From an optimization exercise on the open Yosys and OpenROAD flow, aimed at small area and a short achievable clock period; shortcuts taken in it are not production practice.
Power and IR drop assume default switching activity.

==> indigo <==
==> flow/design.v <==
module agree_rf_sel (
    input  logic [30:0] d,
    input  logic [30:0] s,
    output logic        y
);
    assign y = |(d & s);
endmodule
module agree_core (
    input  logic        clk_i,
    input  logic        rst_ni,
    output logic [31:0] imem_addr_o,
    input  logic [31:0] imem_rdata_i,
    output logic [13:0] dmem_addr_o,
    output logic [3:0]  dmem_wren_o,
    output logic [31:0] dmem_wdata_o,
    input  logic [31:0] dmem_rdata_i,
    input  logic [31:0] io_sw_i,
    input  logic [3:0]  io_btn_i,
    output logic [31:0] pc_debug_o,
    output logic        insn_vld_o,
    output logic        wb_wren_o,
    output logic [4:0]  wb_rd_o,
    output logic [31:0] wb_data_o,
    output logic [31:0] io_ledr_o,
    output logic [6:0]  io_hex0_o,
                        io_hex1_o,
                        io_hex2_o,
                        io_hex3_o,
                        io_hex4_o,
                        io_hex5_o,
    output logic [31:0] io_lcd_o
);
    localparam logic [6:0] OP_LUI = 7'b0110111, OP_AUIPC = 7'b0010111, OP_JAL = 7'b1101111,
                           OP_JALR = 7'b1100111, OP_BR = 7'b1100011, OP_LD = 7'b0000011,
                           OP_ST = 7'b0100011, OP_IMM = 7'b0010011, OP_REG = 7'b0110011;
    logic [31:2] pc_f;
    logic        fd_v;
    logic [31:0] fd_ir, fd_rv1;
    logic [31:2] fd_pc;
    logic        dx_v, dx_we, dx_ld, dx_br, dx_dwe, dx_iowe, dx_pred;
    logic [4:0]  dx_rd;
    logic [2:0]  dx_f3;
    logic [3:0]  dx_lanes;
    logic        dx_sub, dx_sra;
    logic        dx_s_add, dx_s_slt, dx_s_sltu, dx_s_xor, dx_s_or, dx_s_and, dx_s_sll, dx_s_srl;
    logic [31:0] dx_a, dx_b;
    logic [31:2] dx_alt, dx_pc;
    logic        mw_v, mw_we;
    logic [4:0]  mw_rd;
    logic [31:0] mw_data;
    logic [31:2] mw_pc;
    logic        stall, d_redir, x_redir;
    logic [31:0] x_res;
    logic [31:0] dsum;
    assign imem_addr_o = {pc_f, 2'b00};
    always_ff @(posedge clk_i or negedge rst_ni) begin
        if (!rst_ni) pc_f <= '0;
        else if (x_redir) pc_f <= dx_alt;
        else if (!stall) pc_f <= d_redir ? dsum[31:2] : pc_f + 30'd1;
    end
    always_ff @(posedge clk_i or negedge rst_ni) begin
        if (!rst_ni) fd_v <= 1'b0;
        else if (x_redir || d_redir) fd_v <= 1'b0;
        else if (!stall) fd_v <= 1'b1;
    end
    logic [31:0] rv1_f, rv1;
    always_ff @(posedge clk_i) begin
        if (!stall) begin
            fd_ir  <= imem_rdata_i;
            fd_pc  <= pc_f;
            fd_rv1 <= rv1_f;
        end else begin
            fd_rv1 <= rv1;
        end
    end
    logic [6:0] op;
    logic [2:0] f3;
    logic [4:0] rs1, rs2, rd;
    logic       f7_zero, f7_alt;
    assign op  = fd_ir[6:0];
    assign f3  = fd_ir[14:12];
    assign rd  = fd_ir[11:7];
    assign rs1 = fd_ir[19:15];
    assign rs2 = fd_ir[24:20];
    assign f7_zero = (fd_ir[31:25] == 7'b0000000);
    assign f7_alt  = (fd_ir[31:25] == 7'b0100000);
    logic i_lui, i_auipc, i_jal, i_jalr, i_br, i_ld, i_st, i_imm, i_reg, i_alu;
    assign i_lui   = (op == OP_LUI);
    assign i_auipc = (op == OP_AUIPC);
    assign i_jal   = (op == OP_JAL);
    assign i_jalr  = (op == OP_JALR);
    assign i_br    = (op == OP_BR);
    assign i_ld    = (op == OP_LD);
    assign i_st    = (op == OP_ST);
    assign i_imm   = (op == OP_IMM);
    assign i_reg   = (op == OP_REG);
    assign i_alu   = i_imm | i_reg;
    logic legal;
    always_comb begin
        legal = i_lui | i_auipc | i_jal | i_jalr | i_br | i_ld | i_st;
        if (i_reg) legal = f7_zero | f7_alt;
        if (i_imm) legal = (f3 == 3'b001) ? f7_zero : (f3 == 3'b101) ? (f7_zero | f7_alt) : 1'b1;
    end
    logic writes;
    assign writes = i_lui | i_auipc | i_jal | i_jalr | i_ld | i_alu;
    logic [31:0] imm;
    always_comb begin
        if (i_st)                 imm = {{20{fd_ir[31]}}, fd_ir[31:25], fd_ir[11:7]};
        else if (i_br)            imm = {{20{fd_ir[31]}}, fd_ir[7], fd_ir[30:25], fd_ir[11:8], 1'b0};
        else if (i_jal)           imm = {{12{fd_ir[31]}}, fd_ir[19:12], fd_ir[20], fd_ir[30:21], 1'b0};
        else if (i_lui | i_auipc) imm = {fd_ir[31:12], 12'b0};
        else                      imm = {{20{fd_ir[31]}}, fd_ir[31:20]};
    end
    logic [31:0] rf_q [1:31];
    logic [31:1] rf_ok, sel1, sel2;
    logic [4:0]  rs1_f;
    assign rs1_f = imem_rdata_i[19:15];
    for (genvar i = 1; i < 32; i++) begin : g_rf
        always_ff @(posedge clk_i) begin
            if (dx_we && dx_rd == i) rf_q[i] <= x_res;
        end
        always_ff @(posedge clk_i or negedge rst_ni) begin
            if (!rst_ni) rf_ok[i] <= 1'b0;
            else if (dx_we && dx_rd == i) rf_ok[i] <= 1'b1;
        end
        assign sel1[i] = rf_ok[i] & (rs1_f == i);
        assign sel2[i] = rf_ok[i] & (rs2 == i);
    end
    logic [31:0] rv2;
    for (genvar b = 0; b < 32; b++) begin : g_rd
        logic [30:0] col;
        for (genvar i = 1; i < 32; i++) begin : g_col
            assign col[i-1] = rf_q[i][b];
        end
        agree_rf_sel u_rd1 (.d(col), .s(sel1), .y(rv1_f[b]));
        agree_rf_sel u_rd2 (.d(col), .s(sel2), .y(rv2[b]));
    end
    logic hx1, hx2, hw1;
    assign hw1 = mw_we & (mw_rd == rs1);
    assign rv1 = hw1 ? mw_data : fd_rv1;
    assign hx1 = dx_we & (dx_rd == rs1);
    assign hx2 = dx_we & (dx_rd == rs2);
    logic [31:0] fv1, fv2;
    assign fv1 = hx1 ? x_res : rv1;
    assign fv2 = hx2 ? x_res : rv2;
    logic        use_pc, use_rs1;
    logic [31:0] dop;
    assign use_pc  = i_jal | i_br | i_auipc;
    assign use_rs1 = i_ld | i_st | i_jalr;
    assign dop  = use_pc ? {fd_pc, 2'b00} : use_rs1 ? rv1 : 32'd0;
    assign dsum = dop + imm;
    logic pred;
    assign pred    = i_br & fd_ir[31];
    assign stall   = fd_v & use_rs1 & hx1;
    assign d_redir = fd_v & (i_jal | i_jalr | pred) & ~stall;
    logic go;
    assign go = fd_v & ~stall & ~x_redir;
    logic [3:0] lanes;
    always_comb begin
        case (f3[1:0])
            2'b00:   lanes = 4'b0001 << dsum[1:0];
            2'b01:   lanes = dsum[1] ? 4'b1100 : 4'b0011;
            default: lanes = 4'b1111;
        endcase
    end
    always_ff @(posedge clk_i or negedge rst_ni) begin
        if (!rst_ni) begin
            dx_v <= 1'b0; dx_we <= 1'b0; dx_ld <= 1'b0; dx_br <= 1'b0;
            dx_dwe <= 1'b0; dx_iowe <= 1'b0;
        end else begin
            dx_v    <= go & legal;
            dx_we   <= go & legal & writes & (rd != 5'd0);
            dx_ld   <= go & i_ld;
            dx_br   <= go & i_br;
            dx_dwe  <= go & i_st & (dsum[17:16] == 2'b01);
            dx_iowe <= go & i_st & (dsum[17:16] == 2'b10);
        end
    end
    always_ff @(posedge clk_i) begin
        dx_rd    <= rd;
        dx_f3    <= f3;
        dx_lanes <= lanes;
        dx_pred  <= pred;
        dx_pc    <= fd_pc;
        dx_alt   <= (i_br & ~fd_ir[31]) ? dsum[31:2] : pc_f;
        if (i_alu | i_br)       dx_a <= fv1;
        else if (i_jal | i_jalr) dx_a <= {pc_f, 2'b00};
        else                    dx_a <= dsum;
        if (i_st) begin
            case (f3[1:0])
                2'b00:   dx_b <= {4{fv2[7:0]}};
                2'b01:   dx_b <= {2{fv2[15:0]}};
                default: dx_b <= fv2;
            endcase
        end
        else if (i_reg | i_br) dx_b <= fv2;
        else if (i_imm)        dx_b <= imm;
        else                   dx_b <= 32'd0;
        dx_sub  <= i_br | (i_alu & (f3 == 3'b010 | f3 == 3'b011)) | (i_reg & f3 == 3'b000 & fd_ir[30]);
        dx_sra  <= fd_ir[30];
        dx_s_add  <= ~i_alu | f3 == 3'b000;
        dx_s_slt  <= i_alu & f3 == 3'b010;
        dx_s_sltu <= i_alu & f3 == 3'b011;
        dx_s_xor  <= i_alu & f3 == 3'b100;
        dx_s_or   <= i_alu & f3 == 3'b110;
        dx_s_and  <= i_alu & f3 == 3'b111;
        dx_s_sll  <= i_alu & f3 == 3'b001;
        dx_s_srl  <= i_alu & f3 == 3'b101;
    end
    logic [31:0] a, b;
    assign a = dx_a;
    assign b = dx_b;
    logic [31:0] sum;
    logic        cout;
    assign {cout, sum} = {1'b0, a} + {1'b0, b ^ {32{dx_sub}}} + {32'd0, dx_sub};
    logic lt, ltu, eq;
    assign ltu = ~cout;
    assign lt  = (a[31] ^ b[31]) ? a[31] : sum[31];
    assign eq  = (a == b);
    logic [31:0] sh_in, sh_out, sh_r;
    logic        sh_fill;
    always_comb begin
        for (int i = 0; i < 32; i++) sh_in[i] = dx_s_sll ? a[31-i] : a[i];
    end
    assign sh_fill = dx_sra & a[31] & ~dx_s_sll;
    assign sh_r = $signed({sh_fill, sh_in}) >>> b[4:0];
    always_comb begin
        for (int i = 0; i < 32; i++) sh_out[i] = dx_s_sll ? sh_r[31-i] : sh_r[i];
    end
    logic [31:0] res;
    assign res = ({32{dx_s_add}}  & sum)
               | ({32{dx_s_slt}}  & {31'd0, lt})
               | ({32{dx_s_sltu}} & {31'd0, ltu})
               | ({32{dx_s_xor}}  & (a ^ b))
               | ({32{dx_s_or}}   & (a | b))
               | ({32{dx_s_and}}  & (a & b))
               | ({32{dx_s_sll | dx_s_srl}} & sh_out);
    logic taken;
    always_comb begin
        case (dx_f3)
            3'b000:  taken = eq;
            3'b001:  taken = ~eq;
            3'b100:  taken = lt;
            3'b101:  taken = ~lt;
            3'b110:  taken = ltu;
            3'b111:  taken = ~ltu;
            default: taken = 1'b0;
        endcase
    end
    assign x_redir = dx_br & (taken ^ dx_pred);
    assign dmem_addr_o  = dx_a[15:2];
    assign dmem_wren_o  = dx_lanes & {4{dx_dwe}};
    assign dmem_wdata_o = dx_b;
    logic [31:0] oreg [0:3];
    logic [31:0] sw_q;
    logic [3:0]  btn_q;
    for (genvar w = 0; w < 4; w++) begin : g_oreg
        for (genvar l = 0; l < 4; l++) begin : g_lane
            always_ff @(posedge clk_i or negedge rst_ni) begin
                if (!rst_ni) oreg[w][8*l +: 8] <= 8'd0;
                else if (dx_iowe && dx_lanes[l] && dx_a[3:2] == w) oreg[w][8*l +: 8] <= dx_b[8*l +: 8];
            end
        end
    end
    always_ff @(posedge clk_i) begin
        sw_q  <= io_sw_i;
        btn_q <= io_btn_i;
    end
    assign io_ledr_o = oreg[0];
    assign io_hex0_o = oreg[1][6:0];
    assign io_hex1_o = oreg[1][14:8];
    assign io_hex2_o = oreg[1][22:16];
    assign io_hex3_o = oreg[1][30:24];
    assign io_hex4_o = oreg[2][6:0];
    assign io_hex5_o = oreg[2][14:8];
    assign io_lcd_o  = oreg[3];
    logic [31:0] ld_word, ld_data;
    logic [7:0]  ld_byte;
    logic [15:0] ld_half;
    always_comb begin
        case (dx_a[17:16])
            2'b10:   ld_word = oreg[dx_a[3:2]];
            2'b11:   ld_word = dx_a[2] ? {24'd0, 4'h4, btn_q} : sw_q;
            default: ld_word = dmem_rdata_i;
        endcase
        ld_half = dx_a[1] ? ld_word[31:16] : ld_word[15:0];
        ld_byte = dx_a[0] ? ld_half[15:8] : ld_half[7:0];
        case (dx_f3)
            3'b000:  ld_data = {{24{ld_byte[7]}}, ld_byte};
            3'b001:  ld_data = {{16{ld_half[15]}}, ld_half};
            3'b100:  ld_data = {24'd0, ld_byte};
            3'b101:  ld_data = {16'd0, ld_half};
            default: ld_data = ld_word;
        endcase
    end
    assign x_res = dx_ld ? ld_data : res;
    always_ff @(posedge clk_i or negedge rst_ni) begin
        if (!rst_ni) begin
            mw_v <= 1'b0; mw_we <= 1'b0;
        end else begin
            mw_v  <= dx_v;
            mw_we <= dx_we;
        end
    end
    always_ff @(posedge clk_i) begin
        mw_rd   <= dx_rd;
        mw_pc   <= dx_pc;
        mw_data <= x_res;
    end
    assign insn_vld_o = mw_v;
    assign wb_wren_o  = mw_we;
    assign wb_rd_o    = mw_rd;
    assign wb_data_o  = mw_data;
    assign pc_debug_o = {mw_pc, 2'b00};
endmodule
==> flow/run.sh <==
#!/bin/bash
# synth_recipe.tcl (not shown) runs the flow's synth.tcl, then flattens the netlist and writes it again
# the make line also repeats each setting of config.mk as NAME=value (left out here)
make -C /OpenROAD-flow-scripts/flow DESIGN_CONFIG=/design/flow/config.mk WORK_HOME=/design/flow/orfs CLKGATE_MAP_FILE= SYNTH_SCRIPT=/design/flow/synth_recipe.tcl finish
==> flow/config.mk <==
export PLATFORM = sky130hd
export DESIGN_NAME = agree_core
export DESIGN_NICKNAME = agree_core
export VERILOG_FILES = /design/flow/design.v
export SDC_FILE = /design/flow/constraint.sdc
export NUM_CORES = 4
export LEC_CHECK = 0
export CAP_MARGIN = 20
export CORE_MARGIN = 2
export CORE_UTILIZATION = 50
export PLACE_DENSITY = 0.6
export SETUP_SLACK_MARGIN = 5
export SLEW_MARGIN = 20
export SYNTH_HIERARCHICAL = 1
==> flow/constraint.sdc <==
create_clock -name core_clock -period 11.0 [get_ports {clk_i}]
set_input_delay 2.2000 -clock core_clock [delete_from_list [all_inputs] [get_ports {clk_i}]]
set_output_delay 2.2000 -clock core_clock [all_outputs]
set_load 0.01 [all_outputs]
==> inputs of ember, as changes to indigo <==
--- a/flow/design.v
+++ b/flow/design.v
@@ -35,7 +35,7 @@
                            OP_ST = 7'b0100011, OP_IMM = 7'b0010011, OP_REG = 7'b0110011;
     logic [31:2] pc_f;
     logic        fd_v;
-    logic [31:0] fd_ir, fd_rv1;
+    logic [31:0] fd_ir;
     logic [31:2] fd_pc;
     logic        dx_v, dx_we, dx_ld, dx_br, dx_dwe, dx_iowe, dx_pred;
     logic [4:0]  dx_rd;
@@ -63,14 +63,10 @@
         else if (x_redir || d_redir) fd_v <= 1'b0;
         else if (!stall) fd_v <= 1'b1;
     end
-    logic [31:0] rv1_f, rv1;
     always_ff @(posedge clk_i) begin
         if (!stall) begin
-            fd_ir  <= imem_rdata_i;
-            fd_pc  <= pc_f;
-            fd_rv1 <= rv1_f;
-        end else begin
-            fd_rv1 <= rv1;
+            fd_ir <= imem_rdata_i;
+            fd_pc <= pc_f;
         end
     end
     logic [6:0] op;
@@ -113,8 +109,6 @@
     end
     logic [31:0] rf_q [1:31];
     logic [31:1] rf_ok, sel1, sel2;
-    logic [4:0]  rs1_f;
-    assign rs1_f = imem_rdata_i[19:15];
     for (genvar i = 1; i < 32; i++) begin : g_rf
         always_ff @(posedge clk_i) begin
             if (dx_we && dx_rd == i) rf_q[i] <= x_res;
@@ -123,21 +117,19 @@
             if (!rst_ni) rf_ok[i] <= 1'b0;
             else if (dx_we && dx_rd == i) rf_ok[i] <= 1'b1;
         end
-        assign sel1[i] = rf_ok[i] & (rs1_f == i);
+        assign sel1[i] = rf_ok[i] & (rs1 == i);
         assign sel2[i] = rf_ok[i] & (rs2 == i);
     end
-    logic [31:0] rv2;
+    logic [31:0] rv1, rv2;
     for (genvar b = 0; b < 32; b++) begin : g_rd
         logic [30:0] col;
         for (genvar i = 1; i < 32; i++) begin : g_col
             assign col[i-1] = rf_q[i][b];
         end
-        agree_rf_sel u_rd1 (.d(col), .s(sel1), .y(rv1_f[b]));
+        agree_rf_sel u_rd1 (.d(col), .s(sel1), .y(rv1[b]));
         agree_rf_sel u_rd2 (.d(col), .s(sel2), .y(rv2[b]));
     end
-    logic hx1, hx2, hw1;
-    assign hw1 = mw_we & (mw_rd == rs1);
-    assign rv1 = hw1 ? mw_data : fd_rv1;
+    logic hx1, hx2;
     assign hx1 = dx_we & (dx_rd == rs1);
     assign hx2 = dx_we & (dx_rd == rs2);
     logic [31:0] fv1, fv2;
CORE_UTILIZATION = 25   (was 50)
PLACE_DENSITY = 0.45   (was 0.6)
SETUP_SLACK_MARGIN = default   (was 5)
==> inputs of fjord, as changes to indigo <==
--- a/flow/design.v
+++ b/flow/design.v
@@ -35,7 +35,7 @@
                            OP_ST = 7'b0100011, OP_IMM = 7'b0010011, OP_REG = 7'b0110011;
     logic [31:2] pc_f;
     logic        fd_v;
-    logic [31:0] fd_ir, fd_rv1;
+    logic [31:0] fd_ir;
     logic [31:2] fd_pc;
     logic        dx_v, dx_we, dx_ld, dx_br, dx_dwe, dx_iowe, dx_pred;
     logic [4:0]  dx_rd;
@@ -63,14 +63,10 @@
         else if (x_redir || d_redir) fd_v <= 1'b0;
         else if (!stall) fd_v <= 1'b1;
     end
-    logic [31:0] rv1_f, rv1;
     always_ff @(posedge clk_i) begin
         if (!stall) begin
-            fd_ir  <= imem_rdata_i;
-            fd_pc  <= pc_f;
-            fd_rv1 <= rv1_f;
-        end else begin
-            fd_rv1 <= rv1;
+            fd_ir <= imem_rdata_i;
+            fd_pc <= pc_f;
         end
     end
     logic [6:0] op;
@@ -113,8 +109,6 @@
     end
     logic [31:0] rf_q [1:31];
     logic [31:1] rf_ok, sel1, sel2;
-    logic [4:0]  rs1_f;
-    assign rs1_f = imem_rdata_i[19:15];
     for (genvar i = 1; i < 32; i++) begin : g_rf
         always_ff @(posedge clk_i) begin
             if (dx_we && dx_rd == i) rf_q[i] <= x_res;
@@ -123,21 +117,19 @@
             if (!rst_ni) rf_ok[i] <= 1'b0;
             else if (dx_we && dx_rd == i) rf_ok[i] <= 1'b1;
         end
-        assign sel1[i] = rf_ok[i] & (rs1_f == i);
+        assign sel1[i] = rf_ok[i] & (rs1 == i);
         assign sel2[i] = rf_ok[i] & (rs2 == i);
     end
-    logic [31:0] rv2;
+    logic [31:0] rv1, rv2;
     for (genvar b = 0; b < 32; b++) begin : g_rd
         logic [30:0] col;
         for (genvar i = 1; i < 32; i++) begin : g_col
             assign col[i-1] = rf_q[i][b];
         end
-        agree_rf_sel u_rd1 (.d(col), .s(sel1), .y(rv1_f[b]));
+        agree_rf_sel u_rd1 (.d(col), .s(sel1), .y(rv1[b]));
         agree_rf_sel u_rd2 (.d(col), .s(sel2), .y(rv2[b]));
     end
-    logic hx1, hx2, hw1;
-    assign hw1 = mw_we & (mw_rd == rs1);
-    assign rv1 = hw1 ? mw_data : fd_rv1;
+    logic hx1, hx2;
     assign hx1 = dx_we & (dx_rd == rs1);
     assign hx2 = dx_we & (dx_rd == rs2);
     logic [31:0] fv1, fv2;
==> qor summary <==
quantity                                                                 fjord                   indigo                    ember
Outcome                                                complete, no violations  complete, no violations  complete, no violations
Peak ir drop on the vdd network                                     0.000167 V               0.000171 V               0.000112 V
Slew Limit Headroom                                                      0.178                    0.181                    0.189
Worst Setup EP                                                        pc_f[30]                 pc_f[29]                 dx_a[30]
Routability congestion estimate from global placement                     1.05                     1.07                    0.978
Maximum number of buffers from clock root to sink                            3                        3                        4
Fin util                                                                 0.594                    0.590                    0.305
Number of nets in the final layout                                        6243                     6435                     6268
Met2 wire len                                                   125000 microns           140000 microns           154000 microns
Worst slack, placed                                                    4420 ps                  4880 ps                  4450 ps
Initial Utilization                                                      0.505                    0.503                    0.251
Vert. Die Dim                                                      377 microns              382 microns              532 microns
Sequential-to-total area share from yosys stat                           0.598                    0.593                    0.598
Max Clock Skew                                                         44.5 ps                  90.0 ps                   110 ps
Std-Cell Rows                                                              136                      138                      193
Worst reg2reg path endpoint                                           pc_f[30]                 pc_f[29]                 dx_a[30]
Worst-margin pin slew                                                  1230 ps                  1230 ps                  1190 ps
Met1 WL                                                         117000 microns           114000 microns           142000 microns
GR Util met1                                                             0.577                    0.543                    0.313
No functional check of the RTL was part of any run of this note.

==> what the ideal ports hide <==
How much do the figures lean on ideal ports? The routed layouts below were timed once more, with nothing changed but the port constraints. Step 1 assumes that a clkbuf_16 drives the clock port and a buf_2 every other input. Step 2 moves the port delays by t, midway between the first and last clock arrival at a register: inputs arrive t later, outputs are due t later. That takes back most of the time a late clock gives input paths. Three values: ideal, step 1, step 2; two values: the first two.
| run | t, ns | setup slack, ns | hold slack, ns | slew at the worst register clock pin (ns) | cell pins on the clock port's net |
|---|---|---|---|---|---|
| indigo | 0.871 | 5.348 / 5.348 / 4.732 | 0.307 / 0.307 / 0.307 | 0.07 / 0.07 | 1 |
| ember | 0.959 | 4.151 / 4.151 / 4.151 | 0.325 / 0.325 / 0.325 | 0.07 / 0.07 | 1 |
| fjord | 0.889 | 5.107 / 5.107 / 5.107 | 0.322 / 0.322 / 0.322 | 0.07 / 0.07 | 1 |
After both steps setup and hold are still met in every run listed. For indigo, which loses most, drivers alone change the setup slack by 0.000 ns; drivers and shift together by -0.616 ns.
